Source: an optimization exercise on an open RTL-to-GDS flow (aim: small area and a short achievable clock period). Production flows keep margins and buffers that such runs may drop. Function was checked by simulation only, so behaviour that the tests miss may differ from the original.

`design/flow/run.sh`:
```
#!/bin/bash
# synth_recipe.tcl (not shown) runs the flow's synth.tcl, then flattens the netlist and writes it again
# the make line also repeats each setting of config.mk as NAME=value (left out here)
make -C /OpenROAD-flow-scripts/flow DESIGN_CONFIG=/design/flow/config.mk WORK_HOME=/design/flow/orfs CLKGATE_MAP_FILE= SYNTH_SCRIPT=/design/flow/synth_recipe.tcl finish
```
`design/flow/config.mk`:
```
export PLATFORM = sky130hd
export DESIGN_NAME = alu_top
export DESIGN_NICKNAME = alu_top
export VERILOG_FILES = /design/flow/design.v
export SDC_FILE = /design/flow/constraint.sdc
export NUM_CORES = 4
export LEC_CHECK = 0
export CAP_MARGIN = 20
export CORE_MARGIN = 2
export CORE_UTILIZATION = 40
export SLEW_MARGIN = 20
```
`design/flow/constraint.sdc`:
```
create_clock -name core_clock -period 130.0 [get_ports {CLK}]
set_input_delay 26.0000 -clock core_clock [delete_from_list [all_inputs] [get_ports {CLK}]]
set_output_delay 26.0000 -clock core_clock [all_outputs]
set_load 0.01 [all_outputs]
```
`design/flow/design.v`:
```
module Decoder_Unit (
    input [1 : 0] DEC_ALU_FUNC,
    output reg DEC_Arith_Enable, DEC_Logic_Enable, DEC_CMP_Enable, DEC_Shift_Enable
);
always @(*) begin
    DEC_Arith_Enable = 1'b0;
    DEC_Logic_Enable = 1'b0;
    DEC_CMP_Enable   = 1'b0;
    DEC_Shift_Enable = 1'b0;
    case (DEC_ALU_FUNC)
        2'b00: DEC_Arith_Enable = 1'b1;
        2'b01: DEC_Logic_Enable = 1'b1;
        2'b10: DEC_CMP_Enable   = 1'b1;
        2'b11: DEC_Shift_Enable = 1'b1;
        default: begin
            DEC_Arith_Enable = 1'b0;
            DEC_Logic_Enable = 1'b0;
            DEC_CMP_Enable   = 1'b0;
            DEC_Shift_Enable = 1'b0; 
    end
    endcase
end
endmodule
module Arithmetic_Unit #(
    parameter A_WIDTH = 16,
    parameter B_WIDTH = 16
) (
    input clk,rst,
    input [A_WIDTH - 1 : 0] A,
    input [B_WIDTH - 1 : 0] B,
    input [1 : 0] Arith_ALU_FUNC,
    input Arith_Enable,
    output reg [A_WIDTH + B_WIDTH - 1 : 0] Arith_OUT,
    output reg Carry_OUT, Arith_Flag       
);
reg [A_WIDTH + B_WIDTH - 1 : 0] ADD_Signal;
always @(posedge clk or negedge rst) begin
    if(!rst) begin 
        Arith_OUT  <=  'b0;
        Carry_OUT  <= 1'b0; 
        Arith_Flag <= 1'b0; 
end
else begin
    Arith_Flag <= Arith_Enable;
    if(Arith_Enable) begin
        case (Arith_ALU_FUNC)
            2'b00: begin
                if (A_WIDTH >= B_WIDTH) begin
                    Arith_OUT <= A + B;
                    {Carry_OUT,ADD_Signal[A_WIDTH - 1 : 0]} <= A + B;
                end
                else begin
                    Arith_OUT <= A + B;
                    {Carry_OUT,ADD_Signal[B_WIDTH - 1 : 0]} <= A + B;
                end
            end
            2'b01: Arith_OUT <= A - B;
            2'b10: Arith_OUT <= A * B;
            2'b11: Arith_OUT <= (B == 0) ? 'b0 : A / B;
            default: begin
                Arith_OUT <=  'b0;
                Carry_OUT <= 1'b0; 
            end
        endcase 
    end
  end
end
endmodule
module Logic_Unit #(
    parameter A_WIDTH = 16,
    parameter B_WIDTH = 16
) (
    input clk,rst,
    input [A_WIDTH - 1 : 0] A,
    input [B_WIDTH - 1 : 0] B,
    input [1 : 0] Logic_ALU_FUNC,
    input Logic_Enable,
    output reg [A_WIDTH + B_WIDTH - 1 : 0] Logic_OUT,
    output reg Logic_Flag       
);
always @(posedge clk or negedge rst) begin
    if(!rst) begin
    Logic_OUT  <= 16'b0;
    Logic_Flag <= 1'b0;
end
else begin
    Logic_Flag <= Logic_Enable;
    if(Logic_Enable) begin
        case (Logic_ALU_FUNC)
            2'b00: Logic_OUT <=   A & B; 
            2'b01: Logic_OUT <=   A | B;
            2'b10: Logic_OUT <= ~(A & B);
            2'b11: Logic_OUT <= ~(A | B);
            default: begin
                Logic_OUT <= 16'b0;
            end
        endcase
    end
  end
end
endmodule
module CMP_Unit #(
    parameter A_WIDTH = 16,
    parameter B_WIDTH = 16
) (
    input clk,rst,
    input [A_WIDTH - 1 : 0] A,
    input [B_WIDTH - 1 : 0] B,    
    input [1 : 0] CMP_ALU_FUNC,
    input CMP_Enable,
    output reg [A_WIDTH + B_WIDTH - 1 : 0] CMP_OUT,
    output reg CMP_Flag       
);
always @(posedge clk or negedge rst) begin
    if(!rst) begin
       CMP_OUT  <= 16'b0;
       CMP_Flag <= 1'b0;
    end
    else begin
    CMP_Flag <= CMP_Enable;    
    if(CMP_Enable) begin
        case (CMP_ALU_FUNC)
            2'b00: CMP_OUT <= 16'b0; 
            2'b01: begin
                if( A == B)
                CMP_OUT <= 16'b1;
                else
                CMP_OUT <= 16'b0;
            end
            2'b10:begin
                if( A > B)
                CMP_OUT <= 16'b10;
                else
                CMP_OUT <= 16'b0;
            end
            2'b11:begin
                if( A < B)
                CMP_OUT <= 16'b11;
                else
                CMP_OUT <= 16'b0;
            end
            default: begin
                CMP_OUT <= 16'b0;
            end
        endcase
    end
  end
end
endmodule
module Shift_Unit #(
    parameter A_WIDTH = 16,
    parameter B_WIDTH = 16
) (
    input clk,rst,
    input [A_WIDTH - 1 : 0] A,
    input [B_WIDTH - 1 : 0] B,
    input [1 : 0] Shift_ALU_FUNC,
    input Shift_Enable,
    output reg [A_WIDTH + B_WIDTH - 1 : 0] Shift_OUT,
    output reg Shift_Flag       
);
always @(posedge clk or negedge rst) begin
  if(!rst) begin
    Shift_OUT  <= 16'b0;
    Shift_Flag <= 1'b0;
end
else begin
    Shift_Flag <= Shift_Enable;
    if(Shift_Enable) begin
        case (Shift_ALU_FUNC)
            2'b00: Shift_OUT <= A >> 1; 
            2'b01: Shift_OUT <= A << 1;
            2'b10: Shift_OUT <= B >> 1;
            2'b11: Shift_OUT <= B << 1;
            default: begin
                Shift_OUT <= 16'b0;
            end
        endcase
    end
  end
end
endmodule
module alu_top #(
    parameter A_WIDTH_TOP = 16,
    parameter B_WIDTH_TOP = 16
) (
    input   CLK,rst,
    input   [3 : 0] ALU_FUNC,
    input   [A_WIDTH_TOP - 1 : 0] A,
    input   [B_WIDTH_TOP - 1 : 0] B,
    output  [A_WIDTH_TOP + B_WIDTH_TOP - 1 : 0] Arith_OUT, Logic_OUT, CMP_OUT,Shift_OUT,
    output  Carry_OUT, Arith_Flag, Logic_Flag, CMP_Flag, Shift_Flag
);
wire Arith_EN, Logic_EN, CMP_EN, Shift_EN;
Decoder_Unit U0 (
    .DEC_ALU_FUNC(ALU_FUNC[3 : 2]),
    .DEC_Arith_Enable(Arith_EN),
    .DEC_Logic_Enable(Logic_EN),
    .DEC_CMP_Enable  (CMP_EN),
    .DEC_Shift_Enable(Shift_EN)
);
Arithmetic_Unit #(.A_WIDTH(A_WIDTH_TOP), .B_WIDTH(B_WIDTH_TOP)) U1 (
    .clk(CLK),
    .rst(rst),
    .A(A),
    .B(B),
    .Arith_ALU_FUNC(ALU_FUNC[1 : 0]),
    .Arith_Enable(Arith_EN),
    .Arith_OUT(Arith_OUT),
    .Carry_OUT(Carry_OUT),
    .Arith_Flag(Arith_Flag)
);
Logic_Unit #(.A_WIDTH(A_WIDTH_TOP), .B_WIDTH(B_WIDTH_TOP)) U2 (
    .clk(CLK),
    .rst(rst),
    .A(A),
    .B(B),
    .Logic_ALU_FUNC(ALU_FUNC[1 : 0]),
    .Logic_Enable(Logic_EN),
    .Logic_OUT(Logic_OUT),
    .Logic_Flag(Logic_Flag)
);
CMP_Unit #(.A_WIDTH(A_WIDTH_TOP), .B_WIDTH(B_WIDTH_TOP)) U3 (
    .clk(CLK),
    .rst(rst),
    .A(A),
    .B(B),
    .CMP_ALU_FUNC(ALU_FUNC[1 : 0]),
    .CMP_Enable(CMP_EN),
    .CMP_OUT(CMP_OUT),
    .CMP_Flag(CMP_Flag)
);
Shift_Unit #(.A_WIDTH(A_WIDTH_TOP), .B_WIDTH(B_WIDTH_TOP)) U4 (
    .clk(CLK),
    .rst(rst),
    .A(A),
    .B(B),
    .Shift_ALU_FUNC(ALU_FUNC[1 : 0]),
    .Shift_Enable(Shift_EN),
    .Shift_OUT(Shift_OUT),
    .Shift_Flag(Shift_Flag)
);
endmodule
```
==> summary.txt <==
==> flip-flops by register name, indices dropped and copies added, names as in the netlist <==
signal / cells
U4.Shift_OUT: 17
U2.Logic_Flag: 1
U3.CMP_Flag: 1
U4.Shift_Flag: 1
U1.Carry_OUT: 1
U1.Arith_OUT: 32
U2.Logic_OUT: 17
U3.CMP_OUT: 2
U1.Arith_Flag: 1
==> worst max-delay path, delay by kind of cell <==
family / cells / cell delay (ns)
AOI/OAI and AO/OA: 258 / 58.11
and+or+nand+nor: 85 / 19.48
adders and majority gates: 31 / 9.61
buffers and inverters: 18 / 4.60
muxes: 12 / 3.64
==> routing by layer <==
layer / vias up / wire (um)
met3: 189 / 7360
met4: 0 / 3770
met1: 16800 / 54800
met2: 1142 / 54700
met5: - / 0
li1: 17200 / -
==> Yosys cell counts (13+ instances only) <==
cell,count
a211oi_1,36
a21oi_1,276
ha_1,546
dfrtp_1,73
nand4_1,42
mux2_2,81
nor3_1,218
inv_1,328
a211o_1,13
or2_2,57
clkbuf_1,108
fa_1,196
a21o_1,96
buf_4,78
nor2_1,445
o211ai_1,46
and3_1,19
o21ai_0,217
nand2_1,547
buf_2,21
nor4_1,27
mux4_2,14
xor2_1,87
xnor2_1,169
o21a_1,197
and2_1,36
nor2b_1,33
nand2b_1,37
a31oi_1,28
or3_1,38
o21bai_1,39
o21ai_1,39
o221ai_1,19
o31ai_1,103
mux2i_1,43
buf_1,14
o211a_1,13
nand3_1,62
==> logic make-up after synthesis <==
logic type      after synthesis  share of synthesized area (%)
buf+inv                     564                           6.85
fa+ha+maj                   747                           29.9
xor+xnor                    258                           6.30
other cells                   1                         0.0104
compound gates             1323                           25.2
flops                        73                           5.06
mux                         146                           4.92
simple gates               1649                           21.7
==> per-stage QoR <==
step | instances
after floorplan | 4821
after global placement | 5976
after detailed placement | 5977
after CTS | 5993
after global routing | 5993
final | 5993
==> final cells by class <==
cell class,count,area (um2)
clock buffer,10,229
multi-input combinational,4184,32000
tap,1176,1470
sequential,73,1830
timing repair buffer,206,1850
inverter,338,1270
fill,9256,51000
clock inverter,6,42.5
==> worst min path at each step <==
stage	startpoint	end	slack, ns
floorplan	U1.Carry_OUT$_DFFE_PN0P_	U1.Carry_OUT$_DFFE_PN0P_	0.51
global placement	U2.Logic_OUT[9]$_DFFE_PN0P_	U2.Logic_OUT[9]$_DFFE_PN0P_	0.46
detailed placement	U2.Logic_OUT[11]$_DFFE_PN0P_	U2.Logic_OUT[11]$_DFFE_PN0P_	0.47
CTS	U2.Logic_OUT[11]$_DFFE_PN0P_	U2.Logic_OUT[11]$_DFFE_PN0P_	0.49
global route	U1.Arith_OUT[23]$_DFFE_PN0P_	U1.Arith_OUT[23]$_DFFE_PN0P_	0.51
finish	U4.Shift_OUT[2]$_DFFE_PN0P_	U4.Shift_OUT[2]$_DFFE_PN0P_	0.48
==> what timing repair did <==
action,in CTS,in global routing
setup endpoints to repair,0,1
hold buffers,0,0
gates resized for setup,0,2
==> summary.txt <==
- Status: no timing/DRC/antenna violations
- Slew margin rel.: 29.5%
- Peak Freq: 8.23 MHz
- Core Area: 89,700 um2
- Most frequent cells in the layout: nand2_1 (546), ha_1 (546), nor2_1 (443), inv_1 (319), a21oi_1 (275)
- Crit path required time: 130.28 ns
- HPWL after DPL: 93.4 mm
- Slowest-stage cell, CP: clkdlybuf4s50_1
- Final nets: 5,592
- Clk Latency, worst-skew pair: roughly 0.42 ns
- Critical Path Most Common Cell: o21a_1
- Post-synth EDFFs: 0
- Clock transition at the registers of the reported paths: 0.08 ns
- CP Launch Type: input port
- Area leader, netlist: ha_1
- Area share of the largest cell type after synthesis: 18.9%
- Cell Area, Synth: 36,100 um2
- Hold path cells: 2
- Clk buf depth: 2
- Num CTS Buffers: 9
- Setup_tns: 0 ns
- Initial Util: 40.2%
- Worst Tran Pin Value: ~1.1 ns
- Die height: about 300 um
- Initial antenna violation count: 3
- RR Startpoint: U1.Arith_OUT[0]$_DFFE_PN0P_
- R2R cell count: 6
- Die X: just over 300 um
- DR vias/cell: ~5.9
- Wire per inst: 20.1 um
- Routed Antenna Nets: 0
- RSZ-0062 raised after global routing: no
- Routed via count: 35,300
- CTS Root Cell: clkbuf_16
- Met3 GRT Util: 2.92%
- Largest net degree at the start of global routing: 59
- Number of global-route vias before repair: roughly 34,000
- Clock sink count: 73
- Max-Cap Viols: 0
- GRT Residual Overflow: 0
- Buffers on Ports: 125
- Critical path peak fanout: 41
- Unique cell type count in the Yosys netlist: 138
- Critical Path Start: B[1]
- Gpl congestion: roughly 0.94
- ANT cells: 0
- Minimum clock period: 121.51 ns
- Placed cell area: approximately 38,000 um2
- Met1 Resource Use GR: 34.7%
- Drt first pass iters: 6
- Worst setup slack after layout: 8.49 ns
- Final Skew: 0 ns
- Register area share after synthesis: between 5 and 6%
- Area contributors post-synth: ha_1 (19%), fa_1 (11%), nand2_1 (5.7%), dfrtp_1 (5.1%), nor2_1 (4.6%)
- Layout cell share with drive strength beyond 1: 7.47%
- First-pass GRT wire length: about 190 mm
- CTS tree: done
- Final core area utilization: 43.2%
- Final hold slack: 0.480 ns
- Slowest stage delay, CP: a little under 0.9 ns
- Setup crit end: U1.Arith_OUT[0]$_DFFE_PN0P_
- Yosys warns: 5
- Endpoints failing setup: 0
- Most used DFF post-synth: dfrtp_1
- GR peak layer: met2
- Finished Cell Area: 38,700 um2
- CP Capture Type: flop
- H-tree depth: 3
- Tcrit/Tclk final: between 90 and 100%
- Postcts setup bufs: 0
- Total Routing Usage GR: between 20% and 30%
- Met2 GRT Util: 42.4%
- WL final: ~120 mm
- Post-Place Setup Slack: 8.70 ns
- Worst Path Arrival: 121.80 ns
- FF+latch count, synth: 73
- Final Hold Vio Count: 0
- FFs w/ async S/R, synth: 100%
- Rows: 110
- Setup CP Type: input port to flop
- Die ar.: 92,600 um2
- Hold WC Path Type: flop to flop
- Syn Area/Cell: between 7 and 8 um2
- Slew Viols, Final: 0
- 1st-iter DRT viols: 2,606
- Cells after synthesis: between 4,000 and 5,000
- DRC viols: 0
- Worst R2R Setup Slack: 128.04 ns
- Synthesis-to-layout area growth: 7.32%
- Crit Reg-Reg Endpoint: U1.Arith_OUT[0]$_DFFE_PN0P_
- I/O Pins: about 170

==> afterwards: timing with drivers on the ports <==
The flow's constraints put no driver on any port. The routed layout listed below was extracted and timed again, unchanged, in two steps. Step 1, drivers: a clkbuf_16 drives CLK and a buf_2 each remaining input, both assumed. Step 2 times the ports against the registers' clock, not the clock port: input delays grow and output delays shrink by t, the midpoint of the rising clock arrivals with the driver on. Three values: ideal ports, drivers, drivers and shift; two values: the first two.
t (ns): 0.459
setup slack, ns: 8.485 / 8.499 / 8.040
worst hold slack (ns): 0.480 / 0.480 / 0.480
After both steps this run still meets setup and hold. For this run, drivers alone change the setup slack by +0.014 ns; drivers and shift together by -0.445 ns.
